This design comes from an exercise in tuning for small area and a short achievable clock period on the open sky130 flow, not from production work.
Function was checked by simulation only, so behaviour that the tests miss may differ from the original.

**flow/design.v**
```verilog
module MrSimSimulation(input clk, input reset,
    input [63:0] io_enq_dat,
    input  io_enq_val,
    output io_enq_rdy,
    output[63:0] io_deq_dat,
    output io_deq_val,
    input  io_deq_rdy
);
  reg [8:0] df0, df1, df2, df3, df4, df5;
  reg [15:0] p1, p2, p3;
  reg v1, v2, v3;
  reg [16:0] e0, e1, e2;
  reg [1:0] c3;
  wire [7:0] px = io_enq_dat[55:48];
  wire [7:0] py = io_enq_dat[63:56];
  wire [8:0] dn0 = {1'b0, io_enq_dat[7:0]} - {1'b0, px};
  wire [8:0] dn1 = {1'b0, io_enq_dat[15:8]} - {1'b0, py};
  wire [8:0] dn2 = {1'b0, io_enq_dat[23:16]} - {1'b0, px};
  wire [8:0] dn3 = {1'b0, io_enq_dat[31:24]} - {1'b0, py};
  wire [8:0] dn4 = {1'b0, io_enq_dat[39:32]} - {1'b0, px};
  wire [8:0] dn5 = {1'b0, io_enq_dat[47:40]} - {1'b0, py};
  wire pp1 = df0[0] & df0[1];
  wire pp2 = df0[0] & df0[2];
  wire pp3 = df0[0] & df0[3];
  wire pp4 = df0[0] & df0[4];
  wire pp5 = df0[0] & df0[5];
  wire pp6 = df0[0] & df0[6];
  wire pp7 = df0[0] & df0[7];
  wire pp8 = df0[1] & df0[2];
  wire pp9 = df0[1] & df0[3];
  wire pp10 = df0[1] & df0[4];
  wire pp11 = df0[1] & df0[5];
  wire pp12 = df0[1] & df0[6];
  wire pp13 = df0[1] & df0[7];
  wire pp14 = df0[2] & df0[3];
  wire pp15 = df0[2] & df0[4];
  wire pp16 = df0[2] & df0[5];
  wire pp17 = df0[2] & df0[6];
  wire pp18 = df0[2] & df0[7];
  wire pp19 = df0[3] & df0[4];
  wire pp20 = df0[3] & df0[5];
  wire pp21 = df0[3] & df0[6];
  wire pp22 = df0[3] & df0[7];
  wire pp23 = df0[4] & df0[5];
  wire pp24 = df0[4] & df0[6];
  wire pp25 = df0[4] & df0[7];
  wire pp26 = df0[5] & df0[6];
  wire pp27 = df0[5] & df0[7];
  wire pp28 = df0[6] & df0[7];
  wire pn29 = df0[8] & ~df0[0];
  wire pn30 = df0[8] & ~df0[1];
  wire pn31 = df0[8] & ~df0[2];
  wire pn32 = df0[8] & ~df0[3];
  wire pn33 = df0[8] & ~df0[4];
  wire pn34 = df0[8] & ~df0[5];
  wire pn35 = df0[8] & ~df0[6];
  wire pn36 = df0[8] & ~df0[7];
  wire pp37 = df1[0] & df1[1];
  wire pp38 = df1[0] & df1[2];
  wire pp39 = df1[0] & df1[3];
  wire pp40 = df1[0] & df1[4];
  wire pp41 = df1[0] & df1[5];
  wire pp42 = df1[0] & df1[6];
  wire pp43 = df1[0] & df1[7];
  wire pp44 = df1[1] & df1[2];
  wire pp45 = df1[1] & df1[3];
  wire pp46 = df1[1] & df1[4];
  wire pp47 = df1[1] & df1[5];
  wire pp48 = df1[1] & df1[6];
  wire pp49 = df1[1] & df1[7];
  wire pp50 = df1[2] & df1[3];
  wire pp51 = df1[2] & df1[4];
  wire pp52 = df1[2] & df1[5];
  wire pp53 = df1[2] & df1[6];
  wire pp54 = df1[2] & df1[7];
  wire pp55 = df1[3] & df1[4];
  wire pp56 = df1[3] & df1[5];
  wire pp57 = df1[3] & df1[6];
  wire pp58 = df1[3] & df1[7];
  wire pp59 = df1[4] & df1[5];
  wire pp60 = df1[4] & df1[6];
  wire pp61 = df1[4] & df1[7];
  wire pp62 = df1[5] & df1[6];
  wire pp63 = df1[5] & df1[7];
  wire pp64 = df1[6] & df1[7];
  wire pn65 = df1[8] & ~df1[0];
  wire pn66 = df1[8] & ~df1[1];
  wire pn67 = df1[8] & ~df1[2];
  wire pn68 = df1[8] & ~df1[3];
  wire pn69 = df1[8] & ~df1[4];
  wire pn70 = df1[8] & ~df1[5];
  wire pn71 = df1[8] & ~df1[6];
  wire pn72 = df1[8] & ~df1[7];
  wire s73 = df0[4] ^ df1[4];
  wire c74 = df0[4] & df1[4];
  wire s75, c76;
  kmfa us75 (.a(df0[8]), .b(df1[8]), .c(pn29), .s(s75), .co(c76));
  wire s77, c78;
  kmfa us77 (.a(df0[5]), .b(df1[5]), .c(pn30), .s(s77), .co(c78));
  wire s79, c80;
  kmfa us79 (.a(df0[3]), .b(df1[3]), .c(pp10), .s(s79), .co(c80));
  wire s81 = pp11 ^ pp15;
  wire c82 = pp11 & pp15;
  wire s83, c84;
  kmfa us83 (.a(pp12), .b(pp16), .c(pp19), .s(s83), .co(c84));
  wire s85, c86;
  kmfa us85 (.a(pp43), .b(pp48), .c(pp52), .s(s85), .co(c86));
  wire s87, c88;
  kmfa us87 (.a(pn65), .b(pp13), .c(pp17), .s(s87), .co(c88));
  wire s89, c90;
  kmfa us89 (.a(pp20), .b(pp49), .c(pp53), .s(s89), .co(c90));
  wire s91 = pp56 ^ c74;
  wire c92 = pp56 & c74;
  wire s93, c94;
  kmfa us93 (.a(pn66), .b(pp18), .c(pp21), .s(s93), .co(c94));
  wire s95, c96;
  kmfa us95 (.a(pp23), .b(pp54), .c(pp57), .s(s95), .co(c96));
  wire s97, c98;
  kmfa us97 (.a(pp59), .b(c76), .c(s77), .s(s97), .co(c98));
  wire s99, c100;
  kmfa us99 (.a(pn31), .b(pn67), .c(pp22), .s(s99), .co(c100));
  wire s101, c102;
  kmfa us101 (.a(pp24), .b(pp58), .c(pp60), .s(s101), .co(c102));
  wire s103, c104;
  kmfa us103 (.a(df0[6]), .b(df1[6]), .c(pn32), .s(s103), .co(c104));
  wire s105, c106;
  kmfa us105 (.a(pn68), .b(pp25), .c(pp26), .s(s105), .co(c106));
  wire s107, c108;
  kmfa us107 (.a(df0[2]), .b(df1[2]), .c(pp3), .s(s107), .co(c108));
  wire s109 = pp4 ^ pp40;
  wire c110 = pp4 & pp40;
  wire s111, c112;
  kmfa us111 (.a(pp14), .b(pp41), .c(pp46), .s(s111), .co(c112));
  wire s113 = pp5 ^ pp50;
  wire c114 = pp5 & pp50;
  wire s115, c116;
  kmfa us115 (.a(pp42), .b(pp47), .c(pp51), .s(s115), .co(c116));
  wire s117, c118;
  kmfa us117 (.a(pp6), .b(s81), .c(c80), .s(s117), .co(c118));
  wire s119, c120;
  kmfa us119 (.a(pp55), .b(pp7), .c(s73), .s(s119), .co(c120));
  wire s121, c122;
  kmfa us121 (.a(c82), .b(s83), .c(s85), .s(s121), .co(c122));
  wire s123, c124;
  kmfa us123 (.a(s91), .b(c84), .c(c86), .s(s123), .co(c124));
  wire s125, c126;
  kmfa us125 (.a(s75), .b(s87), .c(s89), .s(s125), .co(c126));
  wire s127, c128;
  kmfa us127 (.a(c92), .b(c88), .c(c90), .s(s127), .co(c128));
  wire s129, c130;
  kmfa us129 (.a(s93), .b(s95), .c(s97), .s(s129), .co(c130));
  wire s131, c132;
  kmfa us131 (.a(c78), .b(c94), .c(c96), .s(s131), .co(c132));
  wire s133, c134;
  kmfa us133 (.a(s101), .b(s99), .c(c98), .s(s133), .co(c134));
  wire s135, c136;
  kmfa us135 (.a(pp61), .b(pp62), .c(c100), .s(s135), .co(c136));
  wire s137, c138;
  kmfa us137 (.a(c102), .b(s103), .c(s105), .s(s137), .co(c138));
  wire s139, c140;
  kmfa us139 (.a(pn33), .b(pn69), .c(pp27), .s(s139), .co(c140));
  wire s141, c142;
  kmfa us141 (.a(pp63), .b(c104), .c(c106), .s(s141), .co(c142));
  wire s143, c144;
  kmfa us143 (.a(df0[7]), .b(df1[7]), .c(pn34), .s(s143), .co(c144));
  wire s145, c146;
  kmfa us145 (.a(pn70), .b(pp28), .c(pp64), .s(s145), .co(c146));
  wire s147 = df0[1] ^ df1[1];
  wire c148 = df0[1] & df1[1];
  wire s149 = pp39 ^ pp44;
  wire c150 = pp39 & pp44;
  wire s151, c152;
  kmfa us151 (.a(pp45), .b(pp9), .c(s109), .s(s151), .co(c152));
  wire s153, c154;
  kmfa us153 (.a(c110), .b(s113), .c(s111), .s(s153), .co(c154));
  wire s155, c156;
  kmfa us155 (.a(c114), .b(c112), .c(s115), .s(s155), .co(c156));
  wire s157, c158;
  kmfa us157 (.a(c116), .b(s119), .c(c118), .s(s157), .co(c158));
  wire s159, c160;
  kmfa us159 (.a(c120), .b(c122), .c(s123), .s(s159), .co(c160));
  wire s161, c162;
  kmfa us161 (.a(c124), .b(c126), .c(s127), .s(s161), .co(c162));
  wire s163, c164;
  kmfa us163 (.a(c128), .b(s131), .c(c130), .s(s163), .co(c164));
  wire s165, c166;
  kmfa us165 (.a(c132), .b(s135), .c(s137), .s(s165), .co(c166));
  wire s167, c168;
  kmfa us167 (.a(s139), .b(c136), .c(c138), .s(s167), .co(c168));
  wire s169, c170;
  kmfa us169 (.a(c140), .b(s143), .c(s145), .s(s169), .co(c170));
  wire s171, c172;
  kmfa us171 (.a(pn35), .b(pn71), .c(c144), .s(s171), .co(c172));
  wire s173 = df0[8] ^ df1[8] ^ pn36;
  wire s174 = pp1 ^ pp37;
  wire c175 = pp1 & pp37;
  wire s176, c177;
  kmfa us176 (.a(pp2), .b(pp38), .c(c148), .s(s176), .co(c177));
  wire s178, c179;
  kmfa us178 (.a(pp8), .b(s149), .c(s107), .s(s178), .co(c179));
  wire s180, c181;
  kmfa us180 (.a(c150), .b(c108), .c(s151), .s(s180), .co(c181));
  wire s182, c183;
  kmfa us182 (.a(s79), .b(c152), .c(s153), .s(s182), .co(c183));
  wire s184, c185;
  kmfa us184 (.a(c154), .b(s117), .c(s155), .s(s184), .co(c185));
  wire s186, c187;
  kmfa us186 (.a(c156), .b(s121), .c(s157), .s(s186), .co(c187));
  wire s188, c189;
  kmfa us188 (.a(s125), .b(c158), .c(s159), .s(s188), .co(c189));
  wire s190, c191;
  kmfa us190 (.a(c160), .b(s161), .c(s129), .s(s190), .co(c191));
  wire s192, c193;
  kmfa us192 (.a(c162), .b(s133), .c(s163), .s(s192), .co(c193));
  wire s194, c195;
  kmfa us194 (.a(c134), .b(s165), .c(c164), .s(s194), .co(c195));
  wire s196, c197;
  kmfa us196 (.a(s141), .b(c166), .c(s167), .s(s196), .co(c197));
  wire s198, c199;
  kmfa us198 (.a(c142), .b(s169), .c(c168), .s(s198), .co(c199));
  wire s200, c201;
  kmfa us200 (.a(c146), .b(c170), .c(s171), .s(s200), .co(c201));
  wire s202 = pn72 ^ s173 ^ c172;
  wire [16:0] dist0 = {c201, c199, c197, c195, c193, c191, c189, c187, c185, c183, c181, c179, c177, c175, s174, 1'b0, df0[0]} + {s202, s200, s198, s196, s194, s192, s190, s188, s186, s184, s182, s180, s178, s176, s147, 1'b0, df1[0]};
  wire pp203 = df2[0] & df2[1];
  wire pp204 = df2[0] & df2[2];
  wire pp205 = df2[0] & df2[3];
  wire pp206 = df2[0] & df2[4];
  wire pp207 = df2[0] & df2[5];
  wire pp208 = df2[0] & df2[6];
  wire pp209 = df2[0] & df2[7];
  wire pp210 = df2[1] & df2[2];
  wire pp211 = df2[1] & df2[3];
  wire pp212 = df2[1] & df2[4];
  wire pp213 = df2[1] & df2[5];
  wire pp214 = df2[1] & df2[6];
  wire pp215 = df2[1] & df2[7];
  wire pp216 = df2[2] & df2[3];
  wire pp217 = df2[2] & df2[4];
  wire pp218 = df2[2] & df2[5];
  wire pp219 = df2[2] & df2[6];
  wire pp220 = df2[2] & df2[7];
  wire pp221 = df2[3] & df2[4];
  wire pp222 = df2[3] & df2[5];
  wire pp223 = df2[3] & df2[6];
  wire pp224 = df2[3] & df2[7];
  wire pp225 = df2[4] & df2[5];
  wire pp226 = df2[4] & df2[6];
  wire pp227 = df2[4] & df2[7];
  wire pp228 = df2[5] & df2[6];
  wire pp229 = df2[5] & df2[7];
  wire pp230 = df2[6] & df2[7];
  wire pn231 = df2[8] & ~df2[0];
  wire pn232 = df2[8] & ~df2[1];
  wire pn233 = df2[8] & ~df2[2];
  wire pn234 = df2[8] & ~df2[3];
  wire pn235 = df2[8] & ~df2[4];
  wire pn236 = df2[8] & ~df2[5];
  wire pn237 = df2[8] & ~df2[6];
  wire pn238 = df2[8] & ~df2[7];
  wire pp239 = df3[0] & df3[1];
  wire pp240 = df3[0] & df3[2];
  wire pp241 = df3[0] & df3[3];
  wire pp242 = df3[0] & df3[4];
  wire pp243 = df3[0] & df3[5];
  wire pp244 = df3[0] & df3[6];
  wire pp245 = df3[0] & df3[7];
  wire pp246 = df3[1] & df3[2];
  wire pp247 = df3[1] & df3[3];
  wire pp248 = df3[1] & df3[4];
  wire pp249 = df3[1] & df3[5];
  wire pp250 = df3[1] & df3[6];
  wire pp251 = df3[1] & df3[7];
  wire pp252 = df3[2] & df3[3];
  wire pp253 = df3[2] & df3[4];
  wire pp254 = df3[2] & df3[5];
  wire pp255 = df3[2] & df3[6];
  wire pp256 = df3[2] & df3[7];
  wire pp257 = df3[3] & df3[4];
  wire pp258 = df3[3] & df3[5];
  wire pp259 = df3[3] & df3[6];
  wire pp260 = df3[3] & df3[7];
  wire pp261 = df3[4] & df3[5];
  wire pp262 = df3[4] & df3[6];
  wire pp263 = df3[4] & df3[7];
  wire pp264 = df3[5] & df3[6];
  wire pp265 = df3[5] & df3[7];
  wire pp266 = df3[6] & df3[7];
  wire pn267 = df3[8] & ~df3[0];
  wire pn268 = df3[8] & ~df3[1];
  wire pn269 = df3[8] & ~df3[2];
  wire pn270 = df3[8] & ~df3[3];
  wire pn271 = df3[8] & ~df3[4];
  wire pn272 = df3[8] & ~df3[5];
  wire pn273 = df3[8] & ~df3[6];
  wire pn274 = df3[8] & ~df3[7];
  wire s275 = df2[4] ^ df3[4];
  wire c276 = df2[4] & df3[4];
  wire s277, c278;
  kmfa us277 (.a(df2[8]), .b(df3[8]), .c(pn231), .s(s277), .co(c278));
  wire s279, c280;
  kmfa us279 (.a(df2[5]), .b(df3[5]), .c(pn232), .s(s279), .co(c280));
  wire s281, c282;
  kmfa us281 (.a(df2[3]), .b(df3[3]), .c(pp207), .s(s281), .co(c282));
  wire s283 = pp208 ^ pp213;
  wire c284 = pp208 & pp213;
  wire s285, c286;
  kmfa us285 (.a(pp209), .b(pp214), .c(pp218), .s(s285), .co(c286));
  wire s287, c288;
  kmfa us287 (.a(pp221), .b(pp245), .c(pp250), .s(s287), .co(c288));
  wire s289, c290;
  kmfa us289 (.a(pn267), .b(pp215), .c(pp219), .s(s289), .co(c290));
  wire s291, c292;
  kmfa us291 (.a(pp222), .b(pp251), .c(pp255), .s(s291), .co(c292));
  wire s293 = pp258 ^ c276;
  wire c294 = pp258 & c276;
  wire s295, c296;
  kmfa us295 (.a(pn268), .b(pp220), .c(pp223), .s(s295), .co(c296));
  wire s297, c298;
  kmfa us297 (.a(pp225), .b(pp256), .c(pp259), .s(s297), .co(c298));
  wire s299, c300;
  kmfa us299 (.a(pp261), .b(c278), .c(s279), .s(s299), .co(c300));
  wire s301, c302;
  kmfa us301 (.a(pn233), .b(pn269), .c(pp224), .s(s301), .co(c302));
  wire s303, c304;
  kmfa us303 (.a(pp226), .b(pp260), .c(pp262), .s(s303), .co(c304));
  wire s305, c306;
  kmfa us305 (.a(df2[6]), .b(df3[6]), .c(pn234), .s(s305), .co(c306));
  wire s307, c308;
  kmfa us307 (.a(pn270), .b(pp227), .c(pp228), .s(s307), .co(c308));
  wire s309, c310;
  kmfa us309 (.a(df2[2]), .b(df3[2]), .c(pp205), .s(s309), .co(c310));
  wire s311 = pp206 ^ pp211;
  wire c312 = pp206 & pp211;
  wire s313, c314;
  kmfa us313 (.a(pp212), .b(pp216), .c(pp243), .s(s313), .co(c314));
  wire s315 = pp248 ^ pp252;
  wire c316 = pp248 & pp252;
  wire s317, c318;
  kmfa us317 (.a(pp217), .b(pp244), .c(pp249), .s(s317), .co(c318));
  wire s319, c320;
  kmfa us319 (.a(pp253), .b(s283), .c(c282), .s(s319), .co(c320));
  wire s321, c322;
  kmfa us321 (.a(pp254), .b(pp257), .c(s275), .s(s321), .co(c322));
  wire s323, c324;
  kmfa us323 (.a(c284), .b(s285), .c(s287), .s(s323), .co(c324));
  wire s325, c326;
  kmfa us325 (.a(s293), .b(c286), .c(c288), .s(s325), .co(c326));
  wire s327, c328;
  kmfa us327 (.a(s277), .b(s289), .c(s291), .s(s327), .co(c328));
  wire s329, c330;
  kmfa us329 (.a(c294), .b(c290), .c(c292), .s(s329), .co(c330));
  wire s331, c332;
  kmfa us331 (.a(s295), .b(s297), .c(s299), .s(s331), .co(c332));
  wire s333, c334;
  kmfa us333 (.a(c280), .b(c296), .c(c298), .s(s333), .co(c334));
  wire s335, c336;
  kmfa us335 (.a(s301), .b(s303), .c(c300), .s(s335), .co(c336));
  wire s337, c338;
  kmfa us337 (.a(pp263), .b(pp264), .c(c302), .s(s337), .co(c338));
  wire s339, c340;
  kmfa us339 (.a(c304), .b(s305), .c(s307), .s(s339), .co(c340));
  wire s341, c342;
  kmfa us341 (.a(pn235), .b(pn271), .c(pp229), .s(s341), .co(c342));
  wire s343, c344;
  kmfa us343 (.a(pp265), .b(c306), .c(c308), .s(s343), .co(c344));
  wire s345, c346;
  kmfa us345 (.a(df2[7]), .b(df3[7]), .c(pn236), .s(s345), .co(c346));
  wire s347, c348;
  kmfa us347 (.a(pn272), .b(pp230), .c(pp266), .s(s347), .co(c348));
  wire s349 = df2[1] ^ df3[1];
  wire c350 = df2[1] & df3[1];
  wire s351 = pp210 ^ pp241;
  wire c352 = pp210 & pp241;
  wire s353, c354;
  kmfa us353 (.a(pp242), .b(pp247), .c(s311), .s(s353), .co(c354));
  wire s355, c356;
  kmfa us355 (.a(c312), .b(s315), .c(s281), .s(s355), .co(c356));
  wire s357, c358;
  kmfa us357 (.a(c316), .b(c314), .c(s317), .s(s357), .co(c358));
  wire s359, c360;
  kmfa us359 (.a(c318), .b(s321), .c(c320), .s(s359), .co(c360));
  wire s361, c362;
  kmfa us361 (.a(c322), .b(c324), .c(s325), .s(s361), .co(c362));
  wire s363, c364;
  kmfa us363 (.a(c326), .b(c328), .c(s329), .s(s363), .co(c364));
  wire s365, c366;
  kmfa us365 (.a(c330), .b(s333), .c(c332), .s(s365), .co(c366));
  wire s367, c368;
  kmfa us367 (.a(c334), .b(s337), .c(s339), .s(s367), .co(c368));
  wire s369, c370;
  kmfa us369 (.a(s341), .b(c338), .c(c340), .s(s369), .co(c370));
  wire s371, c372;
  kmfa us371 (.a(c342), .b(s345), .c(s347), .s(s371), .co(c372));
  wire s373, c374;
  kmfa us373 (.a(pn237), .b(pn273), .c(c346), .s(s373), .co(c374));
  wire s375 = df2[8] ^ df3[8] ^ pn238;
  wire s376 = pp203 ^ pp239;
  wire c377 = pp203 & pp239;
  wire s378, c379;
  kmfa us378 (.a(pp204), .b(pp240), .c(c350), .s(s378), .co(c379));
  wire s380, c381;
  kmfa us380 (.a(pp246), .b(s351), .c(s309), .s(s380), .co(c381));
  wire s382, c383;
  kmfa us382 (.a(c352), .b(c310), .c(s353), .s(s382), .co(c383));
  wire s384, c385;
  kmfa us384 (.a(s313), .b(c354), .c(s355), .s(s384), .co(c385));
  wire s386, c387;
  kmfa us386 (.a(c356), .b(s319), .c(s357), .s(s386), .co(c387));
  wire s388, c389;
  kmfa us388 (.a(c358), .b(s323), .c(s359), .s(s388), .co(c389));
  wire s390, c391;
  kmfa us390 (.a(s327), .b(c360), .c(s361), .s(s390), .co(c391));
  wire s392, c393;
  kmfa us392 (.a(c362), .b(s363), .c(s331), .s(s392), .co(c393));
  wire s394, c395;
  kmfa us394 (.a(c364), .b(s335), .c(s365), .s(s394), .co(c395));
  wire s396, c397;
  kmfa us396 (.a(c336), .b(s367), .c(c366), .s(s396), .co(c397));
  wire s398, c399;
  kmfa us398 (.a(s343), .b(c368), .c(s369), .s(s398), .co(c399));
  wire s400, c401;
  kmfa us400 (.a(c344), .b(s371), .c(c370), .s(s400), .co(c401));
  wire s402, c403;
  kmfa us402 (.a(c348), .b(c372), .c(s373), .s(s402), .co(c403));
  wire s404 = pn274 ^ s375 ^ c374;
  wire [16:0] dist1 = {c403, c401, c399, c397, c395, c393, c391, c389, c387, c385, c383, c381, c379, c377, s376, 1'b0, df2[0]} + {s404, s402, s400, s398, s396, s394, s392, s390, s388, s386, s384, s382, s380, s378, s349, 1'b0, df3[0]};
  wire pp405 = df4[0] & df4[1];
  wire pp406 = df4[0] & df4[2];
  wire pp407 = df4[0] & df4[3];
  wire pp408 = df4[0] & df4[4];
  wire pp409 = df4[0] & df4[5];
  wire pp410 = df4[0] & df4[6];
  wire pp411 = df4[0] & df4[7];
  wire pp412 = df4[1] & df4[2];
  wire pp413 = df4[1] & df4[3];
  wire pp414 = df4[1] & df4[4];
  wire pp415 = df4[1] & df4[5];
  wire pp416 = df4[1] & df4[6];
  wire pp417 = df4[1] & df4[7];
  wire pp418 = df4[2] & df4[3];
  wire pp419 = df4[2] & df4[4];
  wire pp420 = df4[2] & df4[5];
  wire pp421 = df4[2] & df4[6];
  wire pp422 = df4[2] & df4[7];
  wire pp423 = df4[3] & df4[4];
  wire pp424 = df4[3] & df4[5];
  wire pp425 = df4[3] & df4[6];
  wire pp426 = df4[3] & df4[7];
  wire pp427 = df4[4] & df4[5];
  wire pp428 = df4[4] & df4[6];
  wire pp429 = df4[4] & df4[7];
  wire pp430 = df4[5] & df4[6];
  wire pp431 = df4[5] & df4[7];
  wire pp432 = df4[6] & df4[7];
  wire pn433 = df4[8] & ~df4[0];
  wire pn434 = df4[8] & ~df4[1];
  wire pn435 = df4[8] & ~df4[2];
  wire pn436 = df4[8] & ~df4[3];
  wire pn437 = df4[8] & ~df4[4];
  wire pn438 = df4[8] & ~df4[5];
  wire pn439 = df4[8] & ~df4[6];
  wire pn440 = df4[8] & ~df4[7];
  wire pp441 = df5[0] & df5[1];
  wire pp442 = df5[0] & df5[2];
  wire pp443 = df5[0] & df5[3];
  wire pp444 = df5[0] & df5[4];
  wire pp445 = df5[0] & df5[5];
  wire pp446 = df5[0] & df5[6];
  wire pp447 = df5[0] & df5[7];
  wire pp448 = df5[1] & df5[2];
  wire pp449 = df5[1] & df5[3];
  wire pp450 = df5[1] & df5[4];
  wire pp451 = df5[1] & df5[5];
  wire pp452 = df5[1] & df5[6];
  wire pp453 = df5[1] & df5[7];
  wire pp454 = df5[2] & df5[3];
  wire pp455 = df5[2] & df5[4];
  wire pp456 = df5[2] & df5[5];
  wire pp457 = df5[2] & df5[6];
  wire pp458 = df5[2] & df5[7];
  wire pp459 = df5[3] & df5[4];
  wire pp460 = df5[3] & df5[5];
  wire pp461 = df5[3] & df5[6];
  wire pp462 = df5[3] & df5[7];
  wire pp463 = df5[4] & df5[5];
  wire pp464 = df5[4] & df5[6];
  wire pp465 = df5[4] & df5[7];
  wire pp466 = df5[5] & df5[6];
  wire pp467 = df5[5] & df5[7];
  wire pp468 = df5[6] & df5[7];
  wire pn469 = df5[8] & ~df5[0];
  wire pn470 = df5[8] & ~df5[1];
  wire pn471 = df5[8] & ~df5[2];
  wire pn472 = df5[8] & ~df5[3];
  wire pn473 = df5[8] & ~df5[4];
  wire pn474 = df5[8] & ~df5[5];
  wire pn475 = df5[8] & ~df5[6];
  wire pn476 = df5[8] & ~df5[7];
  wire s477 = df4[4] ^ df5[4];
  wire c478 = df4[4] & df5[4];
  wire s479, c480;
  kmfa us479 (.a(df4[8]), .b(df5[8]), .c(pn433), .s(s479), .co(c480));
  wire s481, c482;
  kmfa us481 (.a(df4[5]), .b(df5[5]), .c(pn434), .s(s481), .co(c482));
  wire s483, c484;
  kmfa us483 (.a(df4[3]), .b(df5[3]), .c(pp409), .s(s483), .co(c484));
  wire s485 = pp410 ^ pp415;
  wire c486 = pp410 & pp415;
  wire s487, c488;
  kmfa us487 (.a(pp411), .b(pp416), .c(pp420), .s(s487), .co(c488));
  wire s489, c490;
  kmfa us489 (.a(pp423), .b(pp447), .c(pp452), .s(s489), .co(c490));
  wire s491, c492;
  kmfa us491 (.a(pn469), .b(pp417), .c(pp421), .s(s491), .co(c492));
  wire s493, c494;
  kmfa us493 (.a(pp424), .b(pp453), .c(pp457), .s(s493), .co(c494));
  wire s495 = pp460 ^ c478;
  wire c496 = pp460 & c478;
  wire s497, c498;
  kmfa us497 (.a(pn470), .b(pp422), .c(pp425), .s(s497), .co(c498));
  wire s499, c500;
  kmfa us499 (.a(pp427), .b(pp458), .c(pp461), .s(s499), .co(c500));
  wire s501, c502;
  kmfa us501 (.a(pp463), .b(c480), .c(s481), .s(s501), .co(c502));
  wire s503, c504;
  kmfa us503 (.a(pn435), .b(pn471), .c(pp426), .s(s503), .co(c504));
  wire s505, c506;
  kmfa us505 (.a(pp428), .b(pp462), .c(pp464), .s(s505), .co(c506));
  wire s507, c508;
  kmfa us507 (.a(df4[6]), .b(df5[6]), .c(pn436), .s(s507), .co(c508));
  wire s509, c510;
  kmfa us509 (.a(pn472), .b(pp429), .c(pp430), .s(s509), .co(c510));
  wire s511, c512;
  kmfa us511 (.a(df4[2]), .b(df5[2]), .c(pp407), .s(s511), .co(c512));
  wire s513 = pp408 ^ pp413;
  wire c514 = pp408 & pp413;
  wire s515, c516;
  kmfa us515 (.a(pp414), .b(pp418), .c(pp445), .s(s515), .co(c516));
  wire s517 = pp450 ^ pp454;
  wire c518 = pp450 & pp454;
  wire s519, c520;
  kmfa us519 (.a(pp419), .b(pp446), .c(pp451), .s(s519), .co(c520));
  wire s521, c522;
  kmfa us521 (.a(pp455), .b(s485), .c(c484), .s(s521), .co(c522));
  wire s523, c524;
  kmfa us523 (.a(pp456), .b(pp459), .c(s477), .s(s523), .co(c524));
  wire s525, c526;
  kmfa us525 (.a(c486), .b(s487), .c(s489), .s(s525), .co(c526));
  wire s527, c528;
  kmfa us527 (.a(s495), .b(c488), .c(c490), .s(s527), .co(c528));
  wire s529, c530;
  kmfa us529 (.a(s479), .b(s491), .c(s493), .s(s529), .co(c530));
  wire s531, c532;
  kmfa us531 (.a(c496), .b(c492), .c(c494), .s(s531), .co(c532));
  wire s533, c534;
  kmfa us533 (.a(s497), .b(s499), .c(s501), .s(s533), .co(c534));
  wire s535, c536;
  kmfa us535 (.a(c482), .b(c498), .c(c500), .s(s535), .co(c536));
  wire s537, c538;
  kmfa us537 (.a(s503), .b(s505), .c(c502), .s(s537), .co(c538));
  wire s539, c540;
  kmfa us539 (.a(pp465), .b(pp466), .c(c504), .s(s539), .co(c540));
  wire s541, c542;
  kmfa us541 (.a(c506), .b(s507), .c(s509), .s(s541), .co(c542));
  wire s543, c544;
  kmfa us543 (.a(pn437), .b(pn473), .c(pp431), .s(s543), .co(c544));
  wire s545, c546;
  kmfa us545 (.a(pp467), .b(c508), .c(c510), .s(s545), .co(c546));
  wire s547, c548;
  kmfa us547 (.a(df4[7]), .b(df5[7]), .c(pn438), .s(s547), .co(c548));
  wire s549, c550;
  kmfa us549 (.a(pn474), .b(pp432), .c(pp468), .s(s549), .co(c550));
  wire s551 = df4[1] ^ df5[1];
  wire c552 = df4[1] & df5[1];
  wire s553 = pp412 ^ pp443;
  wire c554 = pp412 & pp443;
  wire s555, c556;
  kmfa us555 (.a(pp444), .b(pp449), .c(s513), .s(s555), .co(c556));
  wire s557, c558;
  kmfa us557 (.a(c514), .b(s517), .c(s483), .s(s557), .co(c558));
  wire s559, c560;
  kmfa us559 (.a(c518), .b(c516), .c(s519), .s(s559), .co(c560));
  wire s561, c562;
  kmfa us561 (.a(c520), .b(s523), .c(c522), .s(s561), .co(c562));
  wire s563, c564;
  kmfa us563 (.a(c524), .b(c526), .c(s527), .s(s563), .co(c564));
  wire s565, c566;
  kmfa us565 (.a(c528), .b(c530), .c(s531), .s(s565), .co(c566));
  wire s567, c568;
  kmfa us567 (.a(c532), .b(s535), .c(c534), .s(s567), .co(c568));
  wire s569, c570;
  kmfa us569 (.a(c536), .b(s539), .c(s541), .s(s569), .co(c570));
  wire s571, c572;
  kmfa us571 (.a(s543), .b(c540), .c(c542), .s(s571), .co(c572));
  wire s573, c574;
  kmfa us573 (.a(c544), .b(s547), .c(s549), .s(s573), .co(c574));
  wire s575, c576;
  kmfa us575 (.a(pn439), .b(pn475), .c(c548), .s(s575), .co(c576));
  wire s577 = df4[8] ^ df5[8] ^ pn440;
  wire s578 = pp405 ^ pp441;
  wire c579 = pp405 & pp441;
  wire s580, c581;
  kmfa us580 (.a(pp406), .b(pp442), .c(c552), .s(s580), .co(c581));
  wire s582, c583;
  kmfa us582 (.a(pp448), .b(s553), .c(s511), .s(s582), .co(c583));
  wire s584, c585;
  kmfa us584 (.a(c554), .b(c512), .c(s555), .s(s584), .co(c585));
  wire s586, c587;
  kmfa us586 (.a(s515), .b(c556), .c(s557), .s(s586), .co(c587));
  wire s588, c589;
  kmfa us588 (.a(c558), .b(s521), .c(s559), .s(s588), .co(c589));
  wire s590, c591;
  kmfa us590 (.a(c560), .b(s525), .c(s561), .s(s590), .co(c591));
  wire s592, c593;
  kmfa us592 (.a(s529), .b(c562), .c(s563), .s(s592), .co(c593));
  wire s594, c595;
  kmfa us594 (.a(c564), .b(s565), .c(s533), .s(s594), .co(c595));
  wire s596, c597;
  kmfa us596 (.a(c566), .b(s537), .c(s567), .s(s596), .co(c597));
  wire s598, c599;
  kmfa us598 (.a(c538), .b(s569), .c(c568), .s(s598), .co(c599));
  wire s600, c601;
  kmfa us600 (.a(s545), .b(c570), .c(s571), .s(s600), .co(c601));
  wire s602, c603;
  kmfa us602 (.a(c546), .b(s573), .c(c572), .s(s602), .co(c603));
  wire s604, c605;
  kmfa us604 (.a(c550), .b(c574), .c(s575), .s(s604), .co(c605));
  wire s606 = pn476 ^ s577 ^ c576;
  wire [16:0] dist2 = {c605, c603, c601, c599, c597, c595, c593, c591, c589, c587, c585, c583, c581, c579, s578, 1'b0, df4[0]} + {s606, s604, s602, s600, s598, s596, s594, s592, s590, s588, s586, s584, s582, s580, s551, 1'b0, df5[0]};
  wire le20 = e2 <= e0;
  wire le21 = e2 <= e1;
  wire le10 = e1 <= e0;
  wire [1:0] cls = (le20 & le21) ? 2'd2 : le10 ? 2'd1 : 2'd0;
  reg [17:0] q0, q1, q2, q3;
  reg [3:0] f;
  wire deq = io_deq_rdy & f[0];
  wire enq = v3 & ~f[3];
  wire [3:0] g = deq ? {1'b0, f[3:1]} : f;       
  wire [3:0] wsel = {4{enq}} & ~g & {g[2:0], 1'b1};
  wire [17:0] din = {p3, c3};
  always @(posedge clk) begin
    df0 <= dn0; df1 <= dn1; df2 <= dn2; df3 <= dn3; df4 <= dn4; df5 <= dn5;
    p1 <= io_enq_dat[63:48];
    e0 <= dist0; e1 <= dist1; e2 <= dist2;
    p2 <= p1;
    c3 <= cls;
    p3 <= p2;
    if (reset) begin
      v1 <= 1'b0; v2 <= 1'b0; v3 <= 1'b0;
      f <= 4'd0;
    end else begin
      v1 <= io_enq_val; v2 <= v1; v3 <= v2;
      f <= g | wsel;
    end
    if (wsel[0]) q0 <= din; else if (deq) q0 <= q1;
    if (wsel[1]) q1 <= din; else if (deq) q1 <= q2;
    if (wsel[2]) q2 <= din; else if (deq) q2 <= q3;
    if (wsel[3]) q3 <= din;
  end
  assign io_enq_rdy = 1'b1;
  assign io_deq_val = f[0];
  assign io_deq_dat = {32'd0, q0[17:2], 6'd0, q0[1:0], 8'hff};
endmodule
module kmfa(input a, input b, input c, output s, output co);
  assign s = a ^ b ^ c;
  assign co = (a & b) | (a & c) | (b & c);
endmodule
```
**flow/flow/run.sh**
```bash
#!/bin/bash
# Standard synthesis, then the standard layout with the resizer aiming for a setup slack margin.
set -euo pipefail
bash standard.sh synth > synth.log 2>&1
bash standard.sh SETUP_SLACK_MARGIN=12.5 finish > layout.log 2>&1
```
**flow/standard.sh**
```bash
#!/bin/bash
# synth_recipe.tcl (not shown) runs the flow's synth.tcl, then flattens the netlist and writes it again
# the make line also repeats each setting of config.mk as NAME=value (left out here)
make -C /OpenROAD-flow-scripts/flow DESIGN_CONFIG=/design/flow/config.mk WORK_HOME=/design/flow/orfs CLKGATE_MAP_FILE= SYNTH_SCRIPT=/design/flow/synth_recipe.tcl "${@:-finish}"
```
**flow/config.mk**
```make
export PLATFORM = sky130hd
export DESIGN_NAME = MrSimSimulation
export DESIGN_NICKNAME = MrSimSimulation
export VERILOG_FILES = /design/flow/design.v
export SDC_FILE = /design/flow/constraint.sdc
export NUM_CORES = 4
export LEC_CHECK = 0
export CAP_MARGIN = 20
export CORE_MARGIN = 2
export CORE_UTILIZATION = 40
export PLACE_DENSITY = 0.6
export SLEW_MARGIN = 20
export SYNTH_HIERARCHICAL = 1
export SYNTH_MINIMUM_KEEP_SIZE = 0
```
**flow/constraint.sdc**
```tcl
create_clock -name core_clock -period 17.0 [get_ports {clk}]
set_input_delay 3.4000 -clock core_clock [delete_from_list [all_inputs] [get_ports {clk}]]
set_output_delay 3.4000 -clock core_clock [all_outputs]
set_load 0.01 [all_outputs]
```
==> flow_summary.yaml, run 1 <==
timing:
  worst_pin_slew_ns: 0.6807
  timing.final.crit_share: 0.2643
  grt_setup_unrepaired: "true"
  slew_headroom: 0.5445
  setup_viol: 0
  finalSetupTns_ns: 0
  hold_viol: 0
  finalCriticalPeriod_ns: 4.493
  layout_setup_ws_ns: 12.51
  slew_viol_final: 0
  fin_skew_ns: 0.008375
  timing.fmax_mhz: 222.6
worst_setup_path:
  worstSetupEndpointType: "flip-flop"
  path_buf_inv: 1
  cp.arrival_ns: 4.91
  cp_cell_sequence: "clkdlybuf4s50_1 -> ha_1 -> or3_1 -> o21ai_0 -> a21oi_1 -> xor2_1"
  crit_required_ns: 17.42
  path_class: "in2reg"
  crit_path_max_incr_delay_ns: 0.48
  cp-start-kind: "input pin"
  cp_max_fo: 3
  cp_slowest_cell: "clkdlybuf4s50_1"
  crit_family: "buffers and inverters"
cts:
  cts_buffer_depth: 3
  ctsHtreeMaxLevel: 1
  cts_sinks: 234
  cts_hold_buf: 0
  tritoncts: "yes"
  path_clk_slew_ns: 0.06
  numCtsBuffers: 25
  cts_root_buffer: "clkbuf_16"
  clk_latency_ns: 0.53
global_route:
  grt_pass1_wl_mm: 61.85
  grt.total_usage: 0.1820
  grt_max_degree: 21
  antenna_found_initial: 0
  grt_pass1_vias: 11627
  overflow: 0
die:
  start_util: 0.4076
  io-pin-count: 134
  die_y_um: 208.4
  die_x_um: 208.4
  row_count: 74
  dieArea_um2: 43450
  core_um2: 41020
drt:
  first_iter_violations: 478
  ant_nets: 0
  dr.pass1.iters: 6
  vias: 10960
  drc: 0
  vias_per_cell: 5.083
  post_drt_wl_per_cell_um: 18.19
  wirelength_mm: 39.22
finish:
  most-common-layout-cells: "and2_1 (171), fa_1 (171), ha_1 (144)"
  areaGrowthSynthToFinish_pct: 16.92
  drive_above_1_share: 0.1601
  num_antenna_cells: 0
  layout.nets: 2018
  n_fill_cell: 3694
synth:
  ys_seq_area_frac: 0.3233
  syn_inst: 1481
  yosysWarnings: 7
  synthAdderAreaFrac: 0.3377
  synthArstFlopShare: 0
  synth_edf_count: 72
  synth_simple_gate_area_frac: 0.1411
  ys_types: 52
  synth_top_flop_cell: "dfxtp_1"
  ys_seq_elements: 234
  synth_mux_area_frac: 0.03637
  synth_top_family_by_area: "adder cells"
  syn_avg_cell_area_um2: 11.29
  synth_area_um2: 16720
  synth-xor-area-share: 0.03458
  synth_compound_area_frac: 0.08008
placed_design:
  place_congestion: 0.8662
  dp_hpwl_mm: 30.77
  io_buffers: 86
  pre_cts_ws_ns: 11.08
min_path:
  holdCritPathClass: "reg2reg"
job:
  max-cap-violations: 0
run_status:
  status: "no timing/DRC/antenna violations"
==> layout make-up <==
class / instances / area (um2) / area share
clock inverters: 14 / 125.1 / 0.006401
well taps: 532 / 665.6 / 0.03405
inverters: 106 / 476.7 / 0.02439
repair buffers: 102 / 893.4 / 0.04570
clock buffers: 32 / 691.9 / 0.03540
multi-input cells: 1136 / 11250 / 0.5758
flip-flops and latches: 234 / 5439 / 0.2783
==> modules after synthesis, one instance, submodules excluded <==
module	flops+latches	area, um2	copies in the design
MrSimSimulation	234	13350	1
kmfa	0	20.02	168
==> worst paths after layout <==
check                                    start  endpoint  slack [ns]  cells past startpoint
worst max register to register          df0[8]    e0[14]       12.64                     11
worst max-delay path            io_enq_dat[13]    df1[7]       12.51                      6
worst min register to register          p2[10]    p3[10]        0.32                      0
worst min-delay path                    p2[10]    p3[10]        0.32                      0
==> registers in the layout, indices dropped and copies added (netlist names), 16 cells and up <==
signal / cells
e1: 17
p3: 16
e2: 17
q2: 18
e0: 17
q1: 18
p1: 16
q0: 18
q3: 18
p2: 16
==> worst register-to-register path: stages (launching register included) <==
cell and delay [ns]:
dfxtp_4 0.43, nor2b_1 0.19, fa_1 0.45, fa_1 0.46, fa_1 0.40, fa_1 0.51
fa_1 0.42, ha_2 0.24, or3_1 0.42, o221ai_4 0.12, or4b_1 0.47, o311ai_0 0.14
==> routing by layer <==
metal  up-vias  share of wire  GRT usage
li1       5217              -          -
met1      5473           0.46     0.2465
met2       221           0.48     0.3079
met3        49          0.039    0.02415
met4         0          0.024    0.04589
met5         -              0          0
==> stage by stage <==
step             util  area [um2]  hold WS (ns)  instances
2_1_floorplan       -       17280        0.3096       1526
3_3_place_gp   0.4488       18410        0.3101       2093
3_5_place_dp   0.4488       18410        0.3121       2093
4_1_cts        0.4736       19420        0.3169       2154
5_1_grt        0.4765       19550        0.3277       2156
6_report       0.4765       19550        0.3238       2156
==> cells by family (layout without fill, tap and decap cells) <==
group	Yosys count	after routing
DFF	234	234
and+or+nand+nor	416	417
adders and majority gates	345	345
muxes	54	54
buffers and inverters	157	254
xor gates and xnor gates	66	66
other	2	47
AOI/OAI and AO/OA	207	207
==> synth_stat cells, types with 45 or more instances <==
master	number	area, um2
a21oi_1	59	295.3
and2_1	172	1076
buf_4	49	367.9
dfxtp_1	162	3243
edfxtp_1	72	2162
fa_1	177	3543
ha_1	168	2102
inv_1	106	397.9
mux2_2	54	608.1
nand2_1	48	180.2
nor2_1	45	168.9
nor2b_1	71	444.2
o21ai_0	46	230.2
xnor2_1	51	446.7
==> repair_timing <==
item,in CTS,in global routing
setup buffers,14,2
endpoints found under the setup margin,192,125
cloned,1,0
resized for setup,177,62
pin swaps,11,9
hold endpoints to repair,0,0
==> inputs of run 2 (changes only) <==
==> flow/flow/run.sh (replaced) <==
#!/bin/bash
# Standard synthesis, then the standard layout with the resizer aiming for a setup slack margin.
set -euo pipefail
bash standard.sh synth > synth.log 2>&1
bash standard.sh SETUP_SLACK_MARGIN=13 finish > layout.log 2>&1
==> run 2 against run 1 <==
  * Still clean
  * Cell area is 12% higher
  * Maximum frequency is 0.72% higher
  * Clock-buffer cell count is 4 higher
  * Critical endpoint is now io_deq_dat[8]
  * Via count is 4.0% higher
==> flow_summary.yaml, run 2 <==
die:
  dieArea_um2: 43450
  io-pin-count: 134
  core_um2: 41020
  die_x_um: 208.4
  start_util: 0.4076
  row_count: 74
  die_y_um: 208.4
worst_setup_path:
  crit_cells: 1
  path_class: "reg2out"
  cp_max_fo: 1
  rr_worst_depth: 11
  cp-endpoint: "io_deq_dat[8]"
  r2r-end: "e0[14]"
  crit_path_max_incr_delay_ns: 0.37
  crit_required_ns: 13.60
  cp_slowest_cell: "edfxtp_1"
  path_buf_inv: 1
  crit_family: "flip-flops"
  cp-start-kind: "flip-flop"
  crit_start: "q0[0]"
  reg2reg_from: "df0[8]"
  rrSetupSlack_ns: 12.89
  worstSetupEndpointType: "output pin"
  cp.arrival_ns: 1.06
  cp_cell_sequence: "buf_2"
drt:
  ant_nets: 0
  wirelength_mm: 41.62
  vias_per_cell: 5.061
  first_iter_violations: 520
  drc: 0
  vias: 11403
  dr.pass1.iters: 4
  post_drt_wl_per_cell_um: 18.47
cts:
  cts_hold_buf: 0
  cts_root_buffer: "clkbuf_16"
  tritoncts: "yes"
  ctsHtreeMaxLevel: 1
  clk_latency_ns: 0.56
  path_clk_slew_ns: 0.07
  numCtsBuffers: 26
  cts_sinks: 234
  cts_buffer_depth: 3
finish:
  fin_util: 0.5347
  final_cells: 2253
  layout_commonest_cell: "and2_1"
  ff_latch_area_um2: 5503
  areaGrowthSynthToFinish_pct: 31.20
  drive_above_1_share: 0.3089
  layout.nets: 2112
  n_fill_cell: 3468
  multi_input_area_um2: 12260
  most-common-layout-cells: "and2_1 (171), fa_1 (156), ha_1 (113)"
synth:
  yosysMostFrequentCell: "fa_1"
  synthArstFlopShare: 0
  ys_types: 52
  ys_seq_elements: 234
  synth_area_um2: 16720
  yosysWarnings: 7
  synth.area.top_cells: "fa_1 (21%), dfxtp_1 (19%), edfxtp_1 (13%), ha_1 (13%), and2_1 (6.4%)"
  syn_inst: 1481
  synth_edf_count: 72
  syn_avg_cell_area_um2: 11.29
  synth_top_cell_area_share: 0.2120
  ys_seq_area_frac: 0.3233
  synth_top_flop_cell: "dfxtp_1"
  yosysTopAreaCell: "fa_1"
  yosys-top-cells-count: "fa_1 (177), and2_1 (172), ha_1 (168), dfxtp_1 (162), inv_1 (106)"
timing:
  fin_skew_ns: 0.03097
  finalSetupTns_ns: 0
  timing.final.crit_share: 0.2624
  timing.fmax_mhz: 224.2
  hold_viol: 0
  slew_viol_final: 0
  grt_setup_unrepaired: "true"
  setup_viol: 0
  finalCriticalPeriod_ns: 4.460
global_route:
  overflow: 0
  grt_pass1_vias: 12167
  grt.total_usage: 0.1926
  antenna_found_initial: 2
  grt_max_degree: 19
  grt_pass1_wl_mm: 65.44
placed_design:
  io_buffers: 86
  place_congestion: 0.8383
  numPlacedInstances: 2093
  dp_hpwl_mm: 30.16
min_path:
  holdCritPathClass: "reg2reg"
run_status:
  status: "no timing/DRC/antenna violations"
job:
  max-cap-violations: 0
run 2: cells by family after synthesis:
group / after synthesis / synth area share
buffers and inverters: 157 / 0.04640
adder cells (fa/ha/maj): 345 / 0.3377
multiplexers: 54 / 0.03637
AO/OA/AOI/OAI: 207 / 0.08009
other: 2 / 0.0004492
flip-flops: 234 / 0.3233
XOR/XNOR: 66 / 0.03458
AND/OR/NAND/NOR: 416 / 0.1411
run 2: cell type report:
class	instances	area share
clock buffer	36	0.03560
antenna	2	0.0002282
tap	532	0.03035
clock inverter	12	0.008386
timing repair buffer	193	0.09230
multi-input combinational	1138	0.5589
inverter	106	0.02339
sequential	234	0.2509
run 2: Yosys stat by module, one instance, submodules excluded:
module	area (um2)	copies in the design
MrSimSimulation	13350	1
kmfa	20.02	168
run 2: how the worst min path moves through the flow:
stage                     slack (ns)  cells past startpoint  startpoint     end
final                           0.32                      0       p1[0]   p2[0]
after global routing            0.33                      0       p2[6]   p3[6]
after CTS                       0.32                      0       p1[0]   p2[0]
after detailed placement        0.31                      0      p1[10]  p2[10]
after global placement          0.31                      0       p1[5]   p2[5]
after floorplan                 0.31                      0       p1[0]   p2[0]
run 2: layer usage:
layer / wire length (um) / GRT usage / vias to the layer above
met5: 0 / 0 / -
met4: 1221 / 0.05731 / 0
met3: 1458 / 0.02355 / 57
met2: 21050 / 0.3386 / 200
met1: 17890 / 0.2482 / 5733
li1: - / - / 5413
run 2: what timing repair did:
action / in CTS / in global routing
resized for setup: 455 / 140
pin swaps: 112 / 79
gates cloned: 9 / 0
hold endpoints to repair: 0 / 0
buffers inserted: 79 / 22
setup endpoints to repair: 216 / 141
run 2: per-stage QoR:
stage                     hold WS (ns)  area, um2  setup WS (ns)
final                           0.3162      21930          12.54
after global routing            0.3295      21930          12.49
after CTS                       0.3214      21230          12.53
after detailed placement        0.3121      18620          10.85
after global placement          0.3101      18620          10.93
after floorplan                 0.3096      17500          12.38
==> inputs of run 3 (changes only) <==
==> flow/run.sh (new file) <==
#!/bin/bash
# synth_recipe.tcl (not shown) runs the flow's synth.tcl, then flattens the netlist and writes it again
# the make line also repeats each setting of config.mk as NAME=value (left out here)
make -C /OpenROAD-flow-scripts/flow DESIGN_CONFIG=/design/flow/config.mk WORK_HOME=/design/flow/orfs CLKGATE_MAP_FILE= SYNTH_SCRIPT=/design/flow/synth_recipe.tcl finish
removed: flow/flow/run.sh
removed: flow/standard.sh
==> run 3 against run 2 <==
  * Hold slack improved by 0.0095 ns
  * First-iteration DRC count grew 5.4%
  * Maximum frequency fell by 21%
  * Cell area down 14%
  * Sequential cell count did not move
  * Clock-buffer cell count is 4 lower
  * Synthesized area is the same
  * Critical path depth increased by 4
  * Routed wire length is 10% lower
==> flow_summary.yaml, run 3 <==
die:
  io-pin-count: 134
  row_count: 74
  dieArea_um2: 43450
  die_y_um: 208.4
  die_x_um: 208.4
  start_util: 0.4076
  core_um2: 41020
cts:
  cts_resized: 0
  cts_hold_buf: 0
  tritoncts: "yes"
  cts_root_buffer: "clkbuf_16"
  cts_buffer_depth: 3
  path_clk_slew_ns: 0.06
  clk_latency_ns: 0.54
  post-cts-setup-buffer-count: 0
  numCtsBuffers: 25
  ctsHtreeMaxLevel: 1
  cts_sinks: 234
min_path:
  holdCritPathClass: "reg2reg"
drt:
  post_drt_wl_per_cell_um: 17.49
  vias: 10788
  wirelength_mm: 37.44
  first_iter_violations: 548
  drc: 0
  dr.pass1.iters: 5
  ant_nets: 0
  vias_per_cell: 5.039
synth:
  syn_avg_cell_area_um2: 11.29
  synth_top_flop_cell: "dfxtp_1"
  synth_area_um2: 16720
  yosysWarnings: 7
  yosysMostFrequentCell: "fa_1"
  ys_seq_elements: 234
  ys_seq_area_frac: 0.3233
  yosys-top-cells-count: "fa_1 (177), and2_1 (172), ha_1 (168), dfxtp_1 (162), inv_1 (106)"
  synthArstFlopShare: 0
  yosysTopAreaCell: "fa_1"
  synth_edf_count: 72
  ys_types: 52
  syn_inst: 1481
  synth.area.top_cells: "fa_1 (21%), dfxtp_1 (19%), edfxtp_1 (13%), ha_1 (13%), and2_1 (6.4%)"
  synth_top_cell_area_share: 0.2120
finish:
  layout.nets: 2003
  drive_above_1_share: 0.07214
  most-common-layout-cells: "fa_1 (177), and2_1 (172), ha_1 (168)"
  final_cells: 2141
  layout_commonest_cell: "fa_1"
  n_fill_cell: 3825
  areaGrowthSynthToFinish_pct: 13.15
global_route:
  overflow: 0
  antenna_found_initial: 0
  grt.total_usage: 0.1773
  grt_max_degree: 20
  grt_pass1_wl_mm: 60.83
  grt_pass1_vias: 11334
worst_setup_path:
  cp-start-kind: "input pin"
  worstSetupEndpointType: "flip-flop"
  path_class: "in2reg"
  cp.arrival_ns: 5.81
  crit_required_ns: 17.17
  cp_max_fo: 19
placed_design:
  io_buffers: 86
  place_congestion: 0.8593
  dp_hpwl_mm: 30.05
  pre_cts_ws_ns: 10.76
  numPlacedInstances: 2095
job:
  max-cap-violations: 0
timing:
  slew_viol_final: 0
  hold_viol: 0
  setup_viol: 0
  worst_pin_slew_ns: 0.8347
  finalCriticalPeriod_ns: 5.644
  layout_setup_ws_ns: 11.36
  finalSetupTns_ns: 0
  slew_headroom: 0.4435
  hold_slack_ns: 0.3258
  timing.final.crit_share: 0.3320
  timing.fmax_mhz: 177.2
  grt_setup_unrepaired: "false"
  fin_skew_ns: 0.01301
run_status:
  status: "no timing/DRC/antenna violations"
[run 3: cell count changes in the layout (fill, tap and decap cells not counted), sizes merged, moves of 5 or more]
cell | before | now
buf | 151 | 2
clkdlybuf4s50 | 14 | 86
dlygate4sd2 | 23 | 0
clkinvlp | 10 | 0
inv | 100 | 110
clkbuf | 37 | 32
[run 3: final cells by class]
| type | count | area [um2] | area share |
|---|---|---|---|
| Clock inverter | 13 | 142.6 | 0.007541 |
| Sequential cell | 234 | 5405 | 0.2858 |
| Tap cell | 532 | 665.6 | 0.03519 |
| Antenna cell | 1 | 2.502 | 0.0001323 |
| Timing Repair Buffer | 88 | 875.8 | 0.04630 |
| Multi-Input combinational cell | 1135 | 10710 | 0.5663 |
| Inverter | 106 | 397.9 | 0.02103 |
| Clock buffer | 32 | 713.2 | 0.03770 |
[run 3: critical path, stage by stage]
cell and delay, ns:
clkdlybuf4s50_1 0.60, inv_1 0.11, o21ai_0 0.24, and2_1 0.71, nand2b_1 0.75
[run 3: path summary, 6_finish.rpt]
path         startpoint  endpoint  slack [ns]  cells after the start
max          io_deq_rdy     q0[1]       11.36                      5
min               p2[4]     p3[4]        0.33                      0
max reg2reg      df0[1]    e0[14]       12.47                     11
min reg2reg       p2[4]     p3[4]        0.33                      0
[run 3: kinds of logic after synthesis]
kind of cell	Yosys count	share of synthesized area
AO/OA/AOI/OAI	207	0.08009
other	2	0.0004492
buffers and inverters	157	0.04640
XOR/XNOR	66	0.03458
multiplexers	54	0.03637
AND/OR/NAND/NOR	416	0.1411
adder cells (fa/ha/maj)	345	0.3377
flip-flops	234	0.3233
[run 3: metal layers]
metal	part of all wire	track usage
met1	0.47	0.2454
met2	0.47	0.2985
met3	0.033	0.02309
met4	0.019	0.03548
met5	0	0
[run 3: stage by stage]
stage	area (um2)	utilization
floorplan	16890	-
global placement	18050	0.4401
detailed placement	18050	0.4401
CTS	18910	0.4609
global route	18910	0.4611
finish	18920	0.4612
[run 3: per-module statistics from Yosys, one instance, submodules excluded]
module / copies in the design / area [um2] / flip-flops and latches
MrSimSimulation: 1 / 13350 / 234
kmfa: 168 / 20.02 / 0
==> inputs of run 4 (changes only) <==
--- a/flow/config.mk
+++ b/flow/config.mk
@@ -8,6 +8,7 @@
 export CAP_MARGIN = 20
 export CORE_MARGIN = 2
 export CORE_UTILIZATION = 40
+export CTS_BUF_LIST = sky130_fd_sc_hd__clkbuf_4
 export PLACE_DENSITY = 0.6
 export SLEW_MARGIN = 20
 export SYNTH_HIERARCHICAL = 1
==> run 4 against run 3 <==
  * Critical path depth is the same
  * Largest cell class unchanged
  * Final cell count up 3.1%
  * Routed wire length is 1.1% higher
  * Global-route usage up 0.37 points
  * Hold slack about the same
  * Sequential cell count stayed put
  * Still clean on timing, DRC and antenna
  * Sequential share of layout area is 0.093 points higher
  * Worst setup slack better by 0.17 ns
  * Utilization down 0.15 points
  * Critical path type unchanged
  * Critical endpoint is now q0[6]
  * First-iteration DRC count increased by 0.36%
==> flow_summary.yaml, run 4 <==
run_status:
  status: "no timing/DRC/antenna violations"
finish:
  n_fill_cell: 3888
  most-common-layout-cells: "fa_1 (177), and2_1 (172), ha_1 (168)"
  layout_commonest_cell: "fa_1"
  layout.nets: 2037
  drive_above_1_share: 0.1003
  postLayoutCellArea_um2: 18850
  areaGrowthSynthToFinish_pct: 12.78
die:
  die_y_um: 208.4
  die_x_um: 208.4
  io-pin-count: 134
  dieArea_um2: 43450
  row_count: 74
  core_um2: 41020
  start_util: 0.4076
drt:
  dr.pass1.iters: 5
  vias_per_cell: 4.967
  drc: 0
  post_drt_wl_per_cell_um: 17.14
  wirelength_mm: 37.85
  vias: 10968
  ant_nets: 0
  first_iter_violations: 550
cts:
  cts_hold_buf: 0
  cts_buffer_depth: 3
  post-cts-setup-buffer-count: 0
  numCtsBuffers: 59
  cts_root_buffer: "clkbuf_4"
  clk_latency_ns: 0.73
  ctsHtreeMaxLevel: 2
  cts_resized: 0
  tritoncts: "yes"
  path_clk_slew_ns: 0.06
  cts_sinks: 234
placed_design:
  post_dp_cell_area_um2: 18050
  dp_hpwl_mm: 30.05
  io_buffers: 86
  place_congestion: 0.8593
synth:
  ys_types: 52
  synth_top_cell_area_share: 0.2120
  ys_seq_elements: 234
  synth_area_um2: 16720
  synth.area.top_cells: "fa_1 (21%), dfxtp_1 (19%), edfxtp_1 (13%), ha_1 (13%), and2_1 (6.4%)"
  yosys-top-cells-count: "fa_1 (177), and2_1 (172), ha_1 (168), dfxtp_1 (162), inv_1 (106)"
  synth_edf_count: 72
  yosysWarnings: 7
  yosysMostFrequentCell: "fa_1"
  ys_seq_area_frac: 0.3233
  synth_top_flop_cell: "dfxtp_1"
  syn_avg_cell_area_um2: 11.29
  syn_inst: 1481
  yosysTopAreaCell: "fa_1"
  synthArstFlopShare: 0
worst_setup_path:
  crit_start: "io_deq_rdy"
  cp-start-kind: "input pin"
  crit_required_ns: 17.33
  crit_family: "simple AND/OR/NAND/NOR gates"
  cp_max_fo: 19
  path_buf_inv: 2
  path_class: "in2reg"
  crit_path_max_incr_delay_ns: 0.75
  cp_cell_sequence: "clkdlybuf4s50_1 -> inv_1 -> o21ai_0 -> and2_1 -> nand2b_1"
  worstSetupEndpointType: "flip-flop"
  cp_slowest_cell: "nand2b_1"
  reg2reg_from: "df0[1]"
  cp.arrival_ns: 5.80
timing:
  slew_headroom: 0.4465
  finalSetupTns_ns: 0
  hold_viol: 0
  worst_pin_slew_ns: 0.8302
  finalCriticalPeriod_ns: 5.478
  timing.fmax_mhz: 182.6
  slew_viol_final: 0
  fin_skew_ns: 0.02392
  timing.final.crit_share: 0.3222
  setup_viol: 0
  grt_setup_unrepaired: "false"
global_route:
  overflow: 0
  grt_max_degree: 20
  grt.total_usage: 0.1809
  grt_pass1_wl_mm: 61.93
  grt_pass1_vias: 11754
  antenna_found_initial: 2
job:
  max-cap-violations: 0
min_path:
  hold_start: "p2[4]"
  holdCritPathClass: "reg2reg"
-- run 4: metrics by stage --
step | setup slack, ns | cells | hold WS (ns) | utilization
5_1_grt | 11.38 | 2208 | 0.3271 | 0.4597
6_report | 11.52 | 2208 | 0.3260 | 0.4597
4_1_cts | 11.55 | 2207 | 0.3201 | 0.4594
2_1_floorplan | 11.63 | 1526 | 0.3096 | -
3_3_place_gp | 10.89 | 2095 | 0.3100 | 0.4401
3_5_place_dp | 10.76 | 2095 | 0.3121 | 0.4401
-- run 4: per-module statistics from Yosys (local to each module, per instance) --
module           cells  copies in the design
MrSimSimulation   1313                     1
kmfa                 1                   168
-- run 4: final cells by class --
cell class	instances	area, um2	share of cell area
clock inverters	25	141.4	0.007499
repair buffers	88	875.8	0.04645
clock buffers	87	653.1	0.03464
multi-input cells	1135	10710	0.5682
well taps	532	665.6	0.03530
flip-flops and latches	234	5405	0.2867
inverters	106	397.9	0.02110
diodes	1	2.502	0.0001327
-- run 4: worst paths after layout --
| path | cells after the start | slack (ns) | end |
|---|---|---|---|
| setup / recovery | 5 | 11.52 | q0[6] |
| hold / removal | 0 | 0.33 | p3[4] |
| setup reg to reg | 11 | 12.49 | e0[14] |
| hold reg to reg | 0 | 0.33 | p3[4] |
-- run 4: cells by family after synthesis --
logic type / after synthesis / synth area share
adders and majority gates: 345 / 0.3377
other: 2 / 0.0004492
muxes: 54 / 0.03637
DFF: 234 / 0.3233
and+or+nand+nor: 416 / 0.1411
AOI/OAI and AO/OA: 207 / 0.08009
buffers and inverters: 157 / 0.04640
xor gates and xnor gates: 66 / 0.03458
-- run 4: worst reg2reg max path, stage by stage, from the launching register on --
cell,delay (ns)
dfxtp_1,0.59
nor2b_1,0.12
fa_1,0.52
fa_1,0.45
fa_1,0.39
fa_1,0.51
fa_1,0.41
ha_1,0.26
or3_1,0.40
o221ai_2,0.13
or4b_1,0.48
o311ai_0,0.12
-- run 4: routing by layer --
layer / GRT usage / vias to the layer above / share of wire
li1: - / 5299 / -
met1: 0.2446 / 5412 / 0.47
met2: 0.3007 / 211 / 0.47
met3: 0.03034 / 46 / 0.037
met4: 0.04838 / 0 / 0.018
met5: 0 / - / 0

[static timing again, ports no longer ideal]
How much do the figures lean on ideal ports? The routed layouts below were timed once more, with nothing changed but the port constraints.
Step 1 assumes that a clkbuf_16 drives the clock port and a buf_2 every other input.
Step 2 moves the port delays by t, midway between the first and last clock arrival at a register: inputs arrive t later, outputs are due t later. That takes back most of the time a late clock gives input paths.
Slacks: ideal / step 1 / step 2; pairs: ideal / step 1.
| run | t, ns | setup slack, ns | worst hold slack (ns) | worst register clock-pin slew, ns |
|---|---|---|---|---|
| run 1 | 0.582 | 12.507 / 12.460 / 11.954 | 0.324 / 0.324 / 0.324 | 0.07 / 0.07 |
| run 2 | 0.599 | 12.540 / 12.488 / 12.034 | 0.316 / 0.316 / 0.316 | 0.07 / 0.07 |
| run 3 | 0.587 | 11.356 / 11.379 / 10.792 | 0.326 / 0.326 / 0.326 | 0.07 / 0.07 |
| run 4 | 0.761 | 11.522 / 11.544 / 10.783 | 0.326 / 0.326 / 0.326 | 0.09 / 0.09 |
After both steps setup and hold are still met in every run listed. For run 4, which loses most, drivers alone change the setup slack by +0.022 ns; drivers and shift together by -0.739 ns.
